What follows belongs to an exercise in optimizing a design on an open flow for small area and a short achievable clock period; a production flow would make more cautious choices. Only simulation tests tie the RTL to the original design; equivalence was not proved.

Design aes_round_top, start of the top module:
module aes_round_top (
    input  wire         clk,
    input  wire         rst,
    input  wire         in_valid,
    input  wire [127:0] state_in,
    input  wire [127:0] round_key,
    output wire         out_valid,
    output wire [127:0] state_out
);
Size: about 3800 cells after synthesis, ~450 flip-flops, about 35000 µm² of cells after synthesis.
Settings: LEC_CHECK=0, CAP_MARGIN=20, CORE_MARGIN=2, CORE_UTILIZATION=50, CTS_CLUSTER_DIAMETER=100, CTS_CLUSTER_SIZE=30, PLACE_DENSITY=0.65, SETUP_SLACK_MARGIN=4.1, SLEW_MARGIN=20, SYNTH_HIERARCHICAL=1, SYNTH_MINIMUM_KEEP_SIZE=0; clock period 7.0 ns.
standard.sh (not shown) runs the stock make flow with config.mk's settings and CLKGATE_MAP_FILE= SYNTH_SCRIPT=/design/flow/synth_recipe.tcl, a recipe that flattens the netlist after the stock synthesis.
==> flow/flow/run.sh <==
#!/bin/bash
set -euo pipefail
export BUFFER_PORTS_ARGS="-buffer_cell sky130_fd_sc_hd__buf_1"
bash standard.sh > standard_flow.log 2>&1
The first run finished clean.
Then changed:
==> flow/run.sh (new file) <==
#!/bin/bash
# synth_recipe.tcl (not shown) runs the flow's synth.tcl, then flattens the netlist and writes it again
# the make line also repeats each setting of config.mk as NAME=value (left out here)
make -C /OpenROAD-flow-scripts/flow DESIGN_CONFIG=/design/flow/config.mk WORK_HOME=/design/flow/orfs CLKGATE_MAP_FILE= SYNTH_SCRIPT=/design/flow/synth_recipe.tcl finish
CTS_CLUSTER_DIAMETER = default   (was 100)
CTS_CLUSTER_SIZE = default   (was 30)
SETUP_SLACK_MARGIN = 4.0   (was 4.1)
removed: flow/flow/run.sh
removed: flow/standard.sh
The changed run passed the timing, DRC and antenna checks. Register-to-register slack degrades by 30 ps. Core utilization went up by 7.9 points. Setup slack gets worse by 190 ps. Hold slack loses 11 ps. Maximum frequency went down by a few percent. Via count is higher by a few percent. Cell area grows by about a fifth. Non-clock buffer count climbs by 144. Count of clock-buffer cells in the layout went up by 36. Clock skew falls by 8.0 ps. First-iteration DRC count rose by well over a third.

== build 76 ==
Another version of the RTL of aes_round_top (not shown whole).
Size in the first run: about 450 flip-flops, roughly 390 I/O pins, about 35000 µm² of cells after synthesis.
export LEC_CHECK = 0
export CAP_MARGIN = 20
export CORE_MARGIN = 2
export CORE_UTILIZATION = 60
export PLACE_DENSITY = 0.75
export SETUP_SLACK_MARGIN = 4.2
export SLEW_MARGIN = 20
export SYNTH_HIERARCHICAL = 1
export SYNTH_MINIMUM_KEEP_SIZE = 0
create_clock -name core_clock -period 7.0 [get_ports {clk}]
==> flow/flow/run.sh <==
#!/bin/bash
set -euo pipefail
export BUFFER_PORTS_ARGS="-buffer_cell sky130_fd_sc_hd__buf_1"
bash standard.sh > standard_flow.log 2>&1
Input-level comparison between build 8 and build 76:
Settings: CORE_UTILIZATION: 60 -> 50; SETUP_SLACK_MARGIN: 4.2 -> 4.35; PLACE_DENSITY: 0.75 -> 0.65.
==> summary.txt <==
Build 8: no failed stages, no open violations at the end. Higher clock skew after layout was reported by build 8, not build 76. Build 76 has higher pin count of the biggest net entering global routing than build 8. Build 8: clock tree cell share of total cell area is 0.17 points lower than what build 76 reported. Summary — global-route usage, build 8 relative to build 76: lower, by 2.6 points. Looking at cell area across build 76 and build 8, the one that comes out lower is build 76. met3 routed wirelength went up by a few percent going from build 76 to build 8.
The following lists how build 97 was set up differently from build 8:
Settings: changing SETUP_SLACK_MARGIN from 4.35 to 4.05.
Notes after the runs:
Compare build 8 and build 97 | growth of design area from synthesis to finish higher: build 8. Build 97 against build 8: final-layout clock buffer total shows a reduction of 5, global-route track usage on met2 decreased 2.7 points, via count of the first global-routing pass decreased by 688 relative to the old numbers. The library cell contributing the largest single delay on the critical path comes out sky130_fd_sc_hd__xor2_2 in one run and sky130_fd_sc_hd__xor2_4 in the other, namely in build 97 and build 8 respectively. Summary: post-detailed-routing wire length, build 97 better than build 8. Build 97 completed every stage of the flow, and the final layout passed the timing, DRC and antenna checks.
> inputs changed (build 97 -> build 54)
Settings: changing SETUP_SLACK_MARGIN from 4.05 to 4.2.
### Flow results
Of the two candidates, build 97 has the better area of all placed cells without fillers and build 54 the worse one. Delta (build 54 minus build 97): aggregate routed wire length higher; cell area after placement higher. Re final cycle utilization of the critical path: build 54 and build 97 aren't equal, and the lower value belongs to build 54. Minimum clock period after layout ended up 120 ps lower on build 54 than on build 97. Build 54 has more setup slack than build 97.

[afterwards: timing with drivers on the ports]
How much do the figures lean on ideal ports? The routed layouts below were timed once more, with nothing changed but the port constraints. Step 1, drivers: a clkbuf_16 drives clk and a buf_2 each remaining input, both assumed. Step 2 adds t to the input delays and takes it off the output delays; t is the mean of the earliest and latest rising clock arrival at the registers after step 1. Input paths then give back, and output paths get back, about the clock's delay inside the block. Slacks: ideal / step 1 / step 2; pairs: ideal / step 1.
| run | t, ns | setup WS [ns] | worst hold slack (ns) | worst register clock-pin slew, ns | worst slew at a driven data input, ns |
|---|---|---|---|---|---|
| the first run of note 1 | 0.641 | 4.119 / 4.147 / 3.506 | 0.452 / 0.452 / 0.452 | 0.11 / 0.11 | 0.06 |
| the second run of note 1 | 0.664 | 3.929 / 3.962 / 3.306 | 0.441 / 0.441 / 0.441 | 0.07 / 0.07 | 0.08 |
| build 76 | 0.637 | 4.195 / 4.225 / 3.588 | 0.441 / 0.441 / 0.441 | 0.07 / 0.07 | 0.11 |
| build 8 | 0.640 | 4.352 / 4.370 / 3.736 | 0.447 / 0.447 / 0.447 | 0.07 / 0.07 | 0.05 |
| build 97 | 0.641 | 4.140 / 4.179 / 3.538 | 0.440 / 0.440 / 0.440 | 0.07 / 0.07 | 0.08 |
| build 54 | 0.645 | 4.256 / 4.273 / 3.650 | 0.441 / 0.441 / 0.441 | 0.06 / 0.06 | 0.04 |
After both steps setup and hold are still met in every run listed. For the second run of note 1, which loses most, drivers alone change the setup slack by +0.033 ns; drivers and shift together by -0.623 ns.
